Context: an optimization exercise on an open-source flow, tuned for small area and a short achievable clock period. The choices shown serve that exercise and are no tape-out recipe. The RTL was checked by simulation tests, not by an equivalence proof against the original design.

==> flow/design.v, too long to show whole: its modules and the start of the top module <==
// module Sqrt2: 5518 lines
module Sqrt2 (In, Out, clk, reset);
  // ...
==> flow/flow/run.sh <==
#!/bin/bash
# Layout flow: the standard ORFS flow (standard.sh), with two changes:
#  1. after the standard synthesis, flow/invpush.py re-polarises full-adder
#     cells (FA(~a,~b,~c) = ~FA(a,b,c)) and swaps xor2/xnor2 cells so that
#     fewer inverters are needed, and orders each full adder's inputs by
#     estimated arrival (latest on CIN, its fastest pin); the function and
#     all registers (names,
#     count, cell types) are unchanged;
#  2. the resizer's setup repair aims for a setup-slack margin of 21.5 ns, so
#     that the design is sized for speed.
# The clock period and all constraints stay the design's own.
set -euo pipefail
R="$PWD/orfs/results/$FLOW_PLATFORM/Sqrt2/base"
bash standard.sh SETUP_SLACK_MARGIN=21.5 synth > synth.log 2>&1
cp "$R/1_2_yosys.v" 1_2_yosys_standard.v
python3 flow/invpush.py 1_2_yosys_standard.v "$R/1_2_yosys.v" > invpush.log 2>&1
rm -f "$R/1_synth.odb" "$R/1_synth.sdc"
bash standard.sh SETUP_SLACK_MARGIN=21.5 finish > standard.log 2>&1
==> flow/flow/invpush.py <==
#!/usr/bin/env python3
"""Post-synthesis netlist clean-up: re-polarise full adders to remove
inverters, and order full-adder inputs by estimated arrival.

FA(~a, ~b, ~c) = (~cout, ~sum), so a full-adder cell may be "flipped": fed
with the complements of its inputs, its outputs then carry the complements
of the original values; an xor2 cell may likewise become an xnor2 (and back)
to complement its output. The script chooses flips that minimise the number
of inverters needed (greedy passes, then simulated annealing with a fixed
seed), then rewires: every signal is taken from its root (the net at the
start of its inverter chain) and one inverter per root is kept for the loads
that need the complement. Finally each full adder's three (symmetric) inputs
are ordered by an estimated arrival time so that the latest one uses CIN,
the fastest pin. The function is unchanged; flip-flops are not touched.
usage: invpush.py in.v out.v
"""
import re, sys

src = open(sys.argv[1]).read()
cell_re = re.compile(r'^  (sky130_fd_sc_hd__\w+) (\S+)\s+\((.*?)\n  \);\n', re.S | re.M)
pin_re = re.compile(r'\.(\w+)\((.*?)\)(?:,|\s*$)', re.S | re.M)

cells = []
for m in cell_re.finditer(src):
    typ, name, body = m.group(1), m.group(2), m.group(3)
    pins = [(p, n.strip()) for p, n in pin_re.findall(body)]
    cells.append({'typ': typ, 'name': name, 'pins': pins, 'span': m.span()})

OUTPINS = {'X', 'Y', 'Q', 'SUM', 'COUT', 'HI', 'LO', 'Q_N'}
is_inv = lambda c: re.match(r'sky130_fd_sc_hd__(clk)?inv(lp)?_\d+$', c['typ']) is not None
is_fa = lambda c: re.match(r'sky130_fd_sc_hd__fa_\d+$', c['typ']) is not None

hdr = src[:cells[0]['span'][0]]
ports = set()
for m in re.finditer(r'^\s*output\s+(\[(\d+):(\d+)\]\s+)?(\S+);', hdr, re.M):
    if m.group(1):
        for i in range(int(m.group(3)), int(m.group(2)) + 1): ports.add(f"{m.group(4)}[{i}]")
    else: ports.add(m.group(4))
tail = src[cells[-1]['span'][1]:]
assigned = set(re.findall(r'assign\s+(.*?)\s*=\s*(.*?);', tail))
keep_nets = set(ports)
for l, r in assigned: keep_nets.add(l.strip()); keep_nets.add(r.strip())

drv = {}
for ci, c in enumerate(cells):
    for p, n in c['pins']:
        if p in OUTPINS and n: drv[n] = (ci, p)

# removable inverters: output not a kept net
rem_inv = set(ci for ci, c in enumerate(cells) if is_inv(c)
              and dict(c['pins'])['Y'] not in keep_nets)

def root(n):
    """follow removable inverters back: returns (root_net, parity)"""
    par = 0
    while n in drv and drv[n][0] in rem_inv:
        n = dict(cells[drv[n][0]]['pins'])['A']; par ^= 1
    return n, par

is_x = lambda c: re.match(r'sky130_fd_sc_hd__x(n)?or2_\d+$', c['typ']) is not None
fas = [ci for ci, c in enumerate(cells) if is_fa(c) or is_x(c)]
fa_index = {ci: k for k, ci in enumerate(fas)}
flip = [0] * len(fas)

# load pins (excluding removable inverters): (cell, pin, root, parity)
loads = []
for ci, c in enumerate(cells):
    if ci in rem_inv: continue
    for pi, (p, n) in enumerate(c['pins']):
        if p in OUTPINS or not n or n.startswith("1'"): continue
        r, par = root(n)
        loads.append((ci, pi, r, par))
# output port nets driven by removable inverter chains are kept (not in rem_inv)
by_root = {}
for li, (ci, pi, r, par) in enumerate(loads): by_root.setdefault(r, []).append(li)

def phi_drv(r):
    if r in drv and drv[r][0] in fa_index: return flip[fa_index[drv[r][0]]]
    return 0
def phi_load(ci):
    return flip[fa_index[ci]] if ci in fa_index and is_fa(cells[ci]) else 0
def need(r):
    pd = phi_drv(r)
    return any((loads[li][3] ^ phi_load(loads[li][0]) ^ pd) for li in by_root.get(r, []))
def cost(): return sum(1 for r in by_root if need(r))

# roots touched by each FA
touch = {}
for ci in fas:
    rs = set()
    for p, n in cells[ci]['pins']:
        if not n or n.startswith("1'"): continue
        if p in OUTPINS: rs.add(n)
        elif is_fa(cells[ci]): rs.add(root(n)[0])
    touch[ci] = rs

before = cost()
improved = True; it = 0
while improved and it < 50:
    improved = False; it += 1
    for ci in fas:
        rs = touch[ci]
        c0 = sum(need(r) for r in rs)
        flip[fa_index[ci]] ^= 1
        c1 = sum(need(r) for r in rs)
        if c1 < c0: improved = True
        else: flip[fa_index[ci]] ^= 1
# simulated annealing (deterministic seed), keep the best assignment
import random, math
rng = random.Random(1)
cur = cost(); best = cur; best_flip = list(flip)
T0 = 1.0; N = 300000
for k in range(N):
    T = T0 * (1 - k / N) + 0.02
    ci = fas[rng.randrange(len(fas))]
    rs = touch[ci]
    c0 = sum(need(r) for r in rs)
    flip[fa_index[ci]] ^= 1
    c1 = sum(need(r) for r in rs)
    d = c1 - c0
    if d <= 0 or rng.random() < math.exp(-d / T):
        cur += d
        if cur < best: best = cur; best_flip = list(flip)
    else:
        flip[fa_index[ci]] ^= 1
flip[:] = best_flip
after = cost()
print(f"inverters (roots needing complement): {before} -> {after}; flipped {sum(flip)} of {len(fas)} FAs; removable inverters {len(rem_inv)}", file=sys.stderr)

esc = lambda n: n + " " if n.startswith("\\") else n
# rewrite
newpins = {}
inv_needed = {}
for li, (ci, pi, r, par) in enumerate(loads):
    pol = par ^ phi_load(ci) ^ phi_drv(r)
    net = r
    if pol:
        if r not in inv_needed: inv_needed[r] = f"_invp{len(inv_needed)}_"
        net = inv_needed[r]
    newpins[(ci, pi)] = net

# timing-aware pin order for full adders: estimate arrival times (unit-ish
# delays, flip-flops and ports at 0) and give the latest input to CIN, the
# fastest pin, and the earliest to A
DLY = lambda t: 0.45 if '__fa_' in t else (0.3 if '__ha_' in t else 0.15)
ndrv = {}
for ci, c in enumerate(cells):
    if ci in rem_inv: continue
    for p, n in c['pins']:
        if p in OUTPINS and n: ndrv[n] = ci
for k, w in enumerate(inv_needed.values()): pass
arr = {}
import sys as _s
_s.setrecursionlimit(100000)
def arrival(n):
    if n in arr: return arr[n]
    arr[n] = 0.0
    ci = ndrv.get(n)
    if ci is None or 'df' in cells[ci]['typ']: return 0.0
    c = cells[ci]; t = 0.0
    for pi, (p, m) in enumerate(c['pins']):
        if p in OUTPINS or not m or m.startswith("1'"): continue
        mm = newpins.get((ci, pi), m)
        if mm in inv_needed.values():
            root_ = [r for r, w in inv_needed.items() if w == mm][0]
            t = max(t, arrival(root_) + 0.1)
        else:
            t = max(t, arrival(mm))
    arr[n] = t + DLY(c['typ'])
    return arr[n]
inv_root = {w: r for r, w in inv_needed.items()}
def arr_net(m):
    if m in inv_root: return arrival(inv_root[m]) + 0.1
    return arrival(m)
nperm = 0
for ci in fas:
    c = cells[ci]
    if not is_fa(c): continue
    idx = {p: pi for pi, (p, n) in enumerate(c['pins'])}
    ins = [newpins.get((ci, idx[p]), dict(c['pins'])[p]) for p in ('A', 'B', 'CIN')]
    srt = sorted(ins, key=arr_net)
    if srt != ins: nperm += 1
    for p, n in zip(('A', 'B', 'CIN'), srt): newpins[(ci, idx[p])] = n
print(f"full adders with permuted inputs: {nperm}", file=sys.stderr)

out = []; pos = 0
wires = []
for ci, c in enumerate(cells):
    s, e = c['span']
    out.append(src[pos:s]); pos = e
    if ci in rem_inv: continue
    pins = []
    xsw = ci in fa_index and is_x(c) and flip[fa_index[ci]]
    for pi, (p, n) in enumerate(c['pins']):
        if xsw and p in ('X', 'Y'): p = 'Y' if p == 'X' else 'X'
        pins.append(f"    .{p}({esc(newpins.get((ci, pi), n))})")
    typ = c['typ']
    if ci in fa_index and is_x(c) and flip[fa_index[ci]]:
        typ = typ.replace('xnor2', 'XOR2') if 'xnor2' in typ else typ.replace('xor2', 'xnor2')
        typ = typ.replace('XOR2', 'xor2')
    out.append(f"  {typ} {esc(c['name'])} (\n" + ",\n".join(pins) + "\n  );\n")
for k, (r, w) in enumerate(inv_needed.items()):
    out.append(f"  sky130_fd_sc_hd__inv_1 _invpc{k}_ (\n    .A({esc(r)}),\n    .Y({w})\n  );\n")
    wires.append(f"  wire {w};\n")
out.append(src[pos:])
txt = "".join(out)
# declare new wires after the module header's last wire declaration
i = txt.index(cells[0]['typ'] if False else "  sky130_fd_sc_hd__")
txt = txt[:i] + "".join(wires) + txt[i:]
open(sys.argv[2], "w").write(txt)
==> flow/standard.sh <==
#!/bin/bash
# synth_recipe.tcl (not shown) runs the flow's synth.tcl, then flattens the netlist and writes it again
# the make line also repeats each setting of config.mk as NAME=value (left out here)
make -C /OpenROAD-flow-scripts/flow DESIGN_CONFIG=/design/flow/config.mk WORK_HOME=/design/flow/orfs CLKGATE_MAP_FILE= SYNTH_SCRIPT=/design/flow/synth_recipe.tcl "${@:-finish}"
==> flow/config.mk <==
export PLATFORM = sky130hd
export DESIGN_NAME = Sqrt2
export DESIGN_NICKNAME = Sqrt2
export VERILOG_FILES = /design/flow/design.v
export SDC_FILE = /design/flow/constraint.sdc
export NUM_CORES = 4
export LEC_CHECK = 0
export ABC_AREA = 1
export CAP_MARGIN = 20
export CORE_MARGIN = 2
export CORE_UTILIZATION = 40
export SLEW_MARGIN = 20
export TNS_END_PERCENT = 50
==> flow/constraint.sdc <==
create_clock -name core_clock -period 35.0 [get_ports {clk}]
set_input_delay 7.0000 -clock core_clock [delete_from_list [all_inputs] [get_ports {clk}]]
set_output_delay 7.0000 -clock core_clock [all_outputs]
set_load 0.01 [all_outputs]
==> run_results.csv, run 1 <==
group,metric,value,unit
timing,timing.final.hold_violations,0,
timing,setup-violations-final,0,
placed_design,dp_slack,20.25,ns
finish,register_area,1680,µm²
timing,fin_worst_skew,0.0142,ns
finish,fraction_of_area_in_multi_input_gates,78.6,%
setup_path,reg2regPathDepth,62,
timing,period_needed,13.05,ns
clocking,cts_clk_pin_slew_worst_paths,0.07,ns
clocking,cts-htree-levels,3,
outcome,outcome,"complete, no violations",
setup_path,req_time_crit_path,28.00,ns
timing,rsz0062_at_grt,"true",
clocking,cts_tree,"yes",
setup_path,worst-path-stages,15,
floorplanning,core.rowCount,97,
floorplanning,initial_utilization,40.4,%
timing,layout_worst_path_cycle_share,37.3,%
setup_path,critPathCaptureType,"primary output",
setup_path,worstPathCellList,"inv_1, xnor2_1, fa_1, fa_1, fa_1, fa_1, ha_1, a21oi_1, nor2_1, a211oi_2, o221ai_1, a221oi_1, a21oi_1, nor2_1, clkdlybuf4s50_1",
finish,buffers_excl_clock,174,
clocking,cts_setup_buffers,19,
finish,layout.cells.most_common_list,"467 x sky130_fd_sc_hd__nand2_1, 438 x sky130_fd_sc_hd__fa_1, 431 x sky130_fd_sc_hd__o22ai_1",
clocking,clock_latency,0.36,ns
timing,timing.setup.tns,0,ns
timing,layout_setup_ws,21.95,ns
timing,clock.fmax,0.0766,GHz
grt,groute.layer.met2.usage,39.1,%
==> run 2: changes to the inputs <==
--- a/flow/config.mk
+++ b/flow/config.mk
@@ -10,4 +10,4 @@
 export CORE_MARGIN = 2
 export CORE_UTILIZATION = 40
 export SLEW_MARGIN = 20
-export TNS_END_PERCENT = 50
+export TNS_END_PERCENT = 20
==> run 2 against run 1 <==
Compared with the run above: non-clock buffer count did not move; worst setup slack is the same; first-iteration DRC count did not move; synthesized cell count unchanged; clock-buffer cell count is the same; via count stayed put; fmax stayed put; critical path type unchanged; largest cell class unchanged; highest routed layer unchanged.
==> run_results.csv, run 2 <==
group,metric,value,unit
outcome,outcome,"complete, no violations",
floorplanning,io_pins,32,
clocking,cts_tree,"yes",
grt,grt-ovfl-total,0,
placed_design,dp_slack,20.25,ns
drt,routed_wire_length_per_instance,20.9,µm
placed_design,dp.final_hpwl,64600,µm
placed_design,gpl.final_weighted_congestion,0.875,
grt,grt_util_all_layers,24.4,%
setup_path,timing.critical_path.arrival,6.05,ns
drt,routed_wirelength,89200,µm
floorplanning,core.rowCount,97,
synth,synth_fp_nets,4086,
grt,grt_antenna_before_repair,1,
clocking,cts-htree-levels,3,
timing,timing.final.hold_violations,0,
finish,layout_commonest_cell,"sky130_fd_sc_hd__nand2_1",
floorplanning,die_h,270,µm
setup_path,worst-path-max-fanout,13,
synth,post_synth_design_cell_area,28200,µm²
synth,synth_warnings,1,
setup_path,timing.critical_path.from_type,"flop",
drt,dr_total_vias,24400,
floorplanning,initial_utilization,40.4,%
timing,fin_worst_skew,0.0142,ns
setup_path,req_time_crit_path,28.00,ns
timing,clock.fmax,0.0766,GHz
drt,number_of_detailed_routing_iterations_run_before_antenna_repair,6,
floorplanning,fp.dieArea,72700,µm²
drt,final_antenna_net_count,0,
finish,largest_registers,"d1: 23 flops, d2: 23 flops, n4r: 19 flops",
clocking,clock_tree_buf_depth,2,
finish,number_of_standard_cells_in_the_layout_taps_in_and_fillers_out,4270,
setup_path,reg2regPathDepth,62,
grt,grt_start_max_net_pins,48,
finish,layout_overhead_on_the_synthesized_area,10.0,%
finish,finish.net_count,4046,
drt,detail_route.vias_per_cell,5.71,
clocking,hold_buffers,0,
clocking,clk_root_buffer_cell,"sky130_fd_sc_hd__clkbuf_16",
grt,grt_pass1_vias,24800,
finish,diodes,0,
timing,rsz0062_at_grt,"true",
clocking,clock_latency,0.36,ns
finish,layout.cells.most_common_list,"467 x sky130_fd_sc_hd__nand2_1, 438 x sky130_fd_sc_hd__fa_1, 431 x sky130_fd_sc_hd__o22ai_1",
timing,maxSlewViolCount,0,
timing,timing.setup.tns,0,ns
placed_design,io_buffers,31,
floorplanning,die_boundary_width,270,µm
drt,drt_drc_violations_left,0,
placed_design,placed_area,29100,µm²
synth,postSynthAreaPerCell,8.38,µm²
clocking,cts_clk_pin_slew_worst_paths,0.07,ns
timing,setup-violations-final,0,
timing,layout_setup_ws,21.95,ns
worst_hold_path,type_of_the_worst_min_delay_path,"flop to flop",
setup_path,critPathCaptureType,"primary output",
finish,postLayoutCellArea,31000,µm²
timing,worst_pin_slew,0.936,ns
synth,netlist_instances,3365,
setup_path,critical_setup_path_kind,"flop to primary output",
drt,drt_first_iter_violations,2680,
finish,post_route_cells_drive_above_1_share,10.6,%
floorplanning,core_area,69900,µm²
timing,max-slew-margin-rel,37.5,%
worst_hold_path,timing.hold.worst_path_depth,0,
timing,period_needed,13.05,ns
timing,layout_worst_path_cycle_share,37.3,%
clocking,tritoncts_num_sinks,82,
flow_run,cap_viol_max_count,0,
placed_design,placedCellCount,4158,
grt,wire_length_of_the_first_global_routing_pass,142000,µm
clocking,numCtsBuffers,9,
run 2: final timing paths:
path             end   start  slack [ns]
max          Out[13]   d2[0]       21.95
min           d2[16]  d1[16]        0.47
max reg2reg  s1r[15]   d1[1]       22.02
min reg2reg   d2[16]  d1[16]        0.47
run 2: worst max-delay path: stages, from the launching register on:
cell and delay [ns]:
sky130_fd_sc_hd__dfxtp_1 0.82, sky130_fd_sc_hd__inv_1 0.34, sky130_fd_sc_hd__xnor2_1 0.33, sky130_fd_sc_hd__fa_1 0.50
sky130_fd_sc_hd__fa_1 0.44, sky130_fd_sc_hd__fa_1 0.49, sky130_fd_sc_hd__fa_1 0.46, sky130_fd_sc_hd__ha_1 0.20
sky130_fd_sc_hd__a21oi_1 0.25, sky130_fd_sc_hd__nor2_1 0.09, sky130_fd_sc_hd__a211oi_2 0.35, sky130_fd_sc_hd__o221ai_1 0.28
sky130_fd_sc_hd__a221oi_1 0.37, sky130_fd_sc_hd__a21oi_1 0.12, sky130_fd_sc_hd__nor2_1 0.11, sky130_fd_sc_hd__clkdlybuf4s50_1 0.53
run 2: per-layer routing:
layer / global-route usage [%] / vias to the layer above / share of wire, %
met5: 0 / - / 0
met4: 9.44 / 0 / 4.3
met3: 3.77 / 282 / 8.6
met2: 39.1 / 1213 / 45
met1: 33.2 / 11800 / 42
li1: - / 11000 / -
run 2: area by class of cell:
type / instances / area (µm²)
multi-input cells: 2637 / 24400
repair inverters: 3 / 22.5
repair buffers: 174 / 1750
well taps: 940 / 1180
fillers: 6993 / 38900
clock buffers: 11 / 243
clock inverters: 5 / 53.8
inverters: 418 / 1700
flip-flops and latches: 82 / 1680
run 2: through the flow:
stage	util [%]	hold WS [ns]
finish	44.4	0.466
global route	44.4	0.470
CTS	42.5	0.465
detailed placement	41.6	0.501
global placement	41.6	0.493
floorplan	-	0.326
run 2: timing repair:
action                                 CTS  global route
setup endpoints to repair               17            21
buffers inserted                        19            71
gates resized for setup                 54           152
pin swaps                                1            21
gates cloned                             2             4
endpoints found under the hold margin    0             0
==> run 3: changes to the inputs <==
--- a/flow/config.mk
+++ b/flow/config.mk
@@ -9,5 +9,5 @@
 export CAP_MARGIN = 20
 export CORE_MARGIN = 2
 export CORE_UTILIZATION = 40
+export PLACE_DENSITY = 0.7
 export SLEW_MARGIN = 20
-export TNS_END_PERCENT = 20
==> run 3 against run 2 <==
Compared with the run above: still clean on timing, DRC and antenna; register-to-register slack improved by 0.03 ns; global-route usage fell by 0.61 points; routed wire length rose by 1.8%; cell count rose by 0.89%; largest cell class unchanged; hold slack got worse by 0.0041 ns; flip-flop and latch count did not move; utilization rose by 0.87 points; area after synthesis did not move; synthesized cell count did not move.
==> run_results.csv, run 3 <==
group,metric,value,unit
worst_hold_path,type_of_the_worst_min_delay_path,"flop to flop",
drt,detail_route.vias_per_cell,5.88,
drt,drt_first_iter_violations,3117,
clocking,clock_latency,0.36,ns
grt,grt_pass1_vias,25000,
clocking,cts_clk_pin_slew_worst_paths,0.06,ns
finish,postLayoutCellArea,31600,µm²
grt,grt_start_max_net_pins,49,
timing,rsz0062_at_grt,"false",
finish,post_route_cells_drive_above_1_share,11.7,%
finish,finish.net_count,4083,
placed_design,gpl.final_weighted_congestion,0.937,
clocking,cts_tree,"yes",
synth,netlist_instances,3365,
setup_path,worst-path-max-fanout,11,
placed_design,placed_area,29100,µm²
finish,largest_registers,"d1: 23 flops, d2: 23 flops, n4r: 19 flops",
drt,drt_drc_violations_left,0,
setup_path,timing.critical_path.from_type,"flop",
floorplanning,core_area,69900,µm²
drt,final_antenna_net_count,0,
timing,period_needed,13.09,ns
floorplanning,die_boundary_width,270,µm
placed_design,dp.final_hpwl,61300,µm
placed_design,io_buffers,31,
floorplanning,fp.dieArea,72700,µm²
grt,wire_length_of_the_first_global_routing_pass,139000,µm
timing,fin_hold_ws,0.462,ns
floorplanning,core.rowCount,97,
timing,fin_worst_skew,0.0136,ns
drt,dr_total_vias,25400,
floorplanning,io_pins,32,
setup_path,critPathCaptureType,"primary output",
synth,post_synth_design_cell_area,28200,µm²
timing,maxSlewViolCount,0,
clocking,numCtsBuffers,9,
clocking,hold_buffers,0,
timing,layout_setup_ws,21.91,ns
timing,clock.fmax,0.0764,GHz
placed_design,dp_slack,20.22,ns
grt,grt_util_all_layers,23.8,%
synth,postSynthAreaPerCell,8.38,µm²
flow_run,cap_viol_max_count,0,
timing,layout_worst_path_cycle_share,37.4,%
timing,timing.final.hold_violations,0,
drt,routed_wirelength,90800,µm
setup_path,critical_setup_path_kind,"flop to primary output",
drt,routed_wire_length_per_instance,21.1,µm
setup_path,timing.critical_path.arrival,6.09,ns
finish,layout_overhead_on_the_synthesized_area,12.2,%
outcome,outcome,"complete, no violations",
floorplanning,die_h,270,µm
clocking,clock_tree_buf_depth,2,
timing,worst_pin_slew,0.928,ns
synth,synth_fp_nets,4086,
timing,timing.setup.tns,0,ns
clocking,clk_root_buffer_cell,"sky130_fd_sc_hd__clkbuf_16",
clocking,cts-htree-levels,3,
clocking,tritoncts_num_sinks,82,
finish,layout.cells.most_common_list,"469 x sky130_fd_sc_hd__nand2_1, 440 x sky130_fd_sc_hd__fa_1, 424 x sky130_fd_sc_hd__o22ai_1",
grt,grt_antenna_before_repair,0,
drt,number_of_detailed_routing_iterations_run_before_antenna_repair,9,
synth,synth_warnings,1,
finish,layout_commonest_cell,"sky130_fd_sc_hd__nand2_1",
floorplanning,initial_utilization,40.4,%
timing,setup-violations-final,0,
timing,max-slew-margin-rel,37.9,%
setup_path,req_time_crit_path,28.00,ns
grt,grt-ovfl-total,0,
-- run 3: final timing paths --
path | from | end | slack (ns) | cells past startpoint
max | d2[3] | Out[13] | 21.91 | 15
min | d1[22] | d2[22] | 0.46 | 0
max reg2reg | d1[18] | s1r[15] | 22.05 | 58
min reg2reg | d1[22] | d2[22] | 0.46 | 0
-- run 3: metal layers --
| metal | up-vias | track usage (%) | wire (µm) |
|---|---|---|---|
| met2 | 1595 | 37.8 | 40100 |
| met3 | 472 | 5.12 | 11100 |
| met1 | 12200 | 31.0 | 34000 |
| met5 | - | 0 | 0 |
| li1 | 11100 | - | - |
| met4 | 0 | 11.1 | 5590 |
-- run 3: repair_timing --
| action | CTS | global route |
|---|---|---|
| setup buffers | 23 | 98 |
| endpoints found under the hold margin | 0 | 0 |
| resized for setup | 56 | 187 |
| endpoints found under the setup margin | 17 | 21 |
| gates cloned | 4 | 12 |
| pin swaps | 1 | 19 |
-- run 3: area by class of cell --
cell class / instances / area, µm²
Fill cell: 6671 / 38300
Multi-Input combinational cell: 2637 / 24500
Timing Repair Buffer: 208 / 2250
Inverter: 418 / 1700
Sequential cell: 82 / 1670
Tap cell: 940 / 1180
Clock buffer: 10 / 239
Clock inverter: 6 / 90.1
Timing Repair inverter: 6 / 35.0
Antenna cell: 1 / 2.50
-- run 3: worst max-delay path: stages, from the launching register on --
cell                              delay [ns]
sky130_fd_sc_hd__dfxtp_1                0.69
sky130_fd_sc_hd__inv_1                  0.40
sky130_fd_sc_hd__xnor2_1                0.29
sky130_fd_sc_hd__fa_1                   0.49
sky130_fd_sc_hd__fa_1                   0.45
sky130_fd_sc_hd__fa_1                   0.54
sky130_fd_sc_hd__fa_1                   0.42
sky130_fd_sc_hd__ha_1                   0.35
sky130_fd_sc_hd__a21oi_1                0.24
sky130_fd_sc_hd__nor2_1                 0.08
sky130_fd_sc_hd__a211oi_2               0.33
sky130_fd_sc_hd__o221ai_1               0.27
sky130_fd_sc_hd__a221oi_1               0.37
sky130_fd_sc_hd__a21oi_1                0.12
sky130_fd_sc_hd__nor2_1                 0.13
sky130_fd_sc_hd__clkdlybuf4s50_1        0.54
-- run 3: through the flow --
stage	util, %	std cells
2_1_floorplan	-	3365
3_3_place_gp	41.6	4154
3_5_place_dp	41.6	4154
4_1_cts	42.6	4197
5_1_grt	45.3	4307
6_report	45.3	4308

-- port drivers added, routing unchanged --
How much do the figures lean on ideal ports? The routed layouts below were timed once more, with nothing changed but the port constraints.
Step 1: set_driving_cell puts a clkbuf_16 on clk and a buf_2 on each other input, an assumption about the parent block.
Step 2 adds t to the input delays and takes it off the output delays; t is the mean of the earliest and latest rising clock arrival at the registers after step 1. Input paths then give back, and output paths get back, about the clock's delay inside the block.
a / b / c = ideal / step 1 / step 2; a / b = the first two.
run | t (ns) | setup slack, ns | worst hold slack (ns) | worst register clock-pin slew, ns | cell pins on the clock port's net
run 1 | 0.408 | 21.946 / 21.890 / 22.024 | 0.466 / 0.466 / 0.466 | 0.07 / 0.07 | 1
run 2 | 0.408 | 21.946 / 21.890 / 22.024 | 0.466 / 0.466 / 0.466 | 0.07 / 0.07 | 1
run 3 | 0.407 | 21.914 / 21.857 / 22.054 | 0.462 / 0.462 / 0.462 | 0.07 / 0.07 | 1
After both steps every run listed still meets setup and hold.
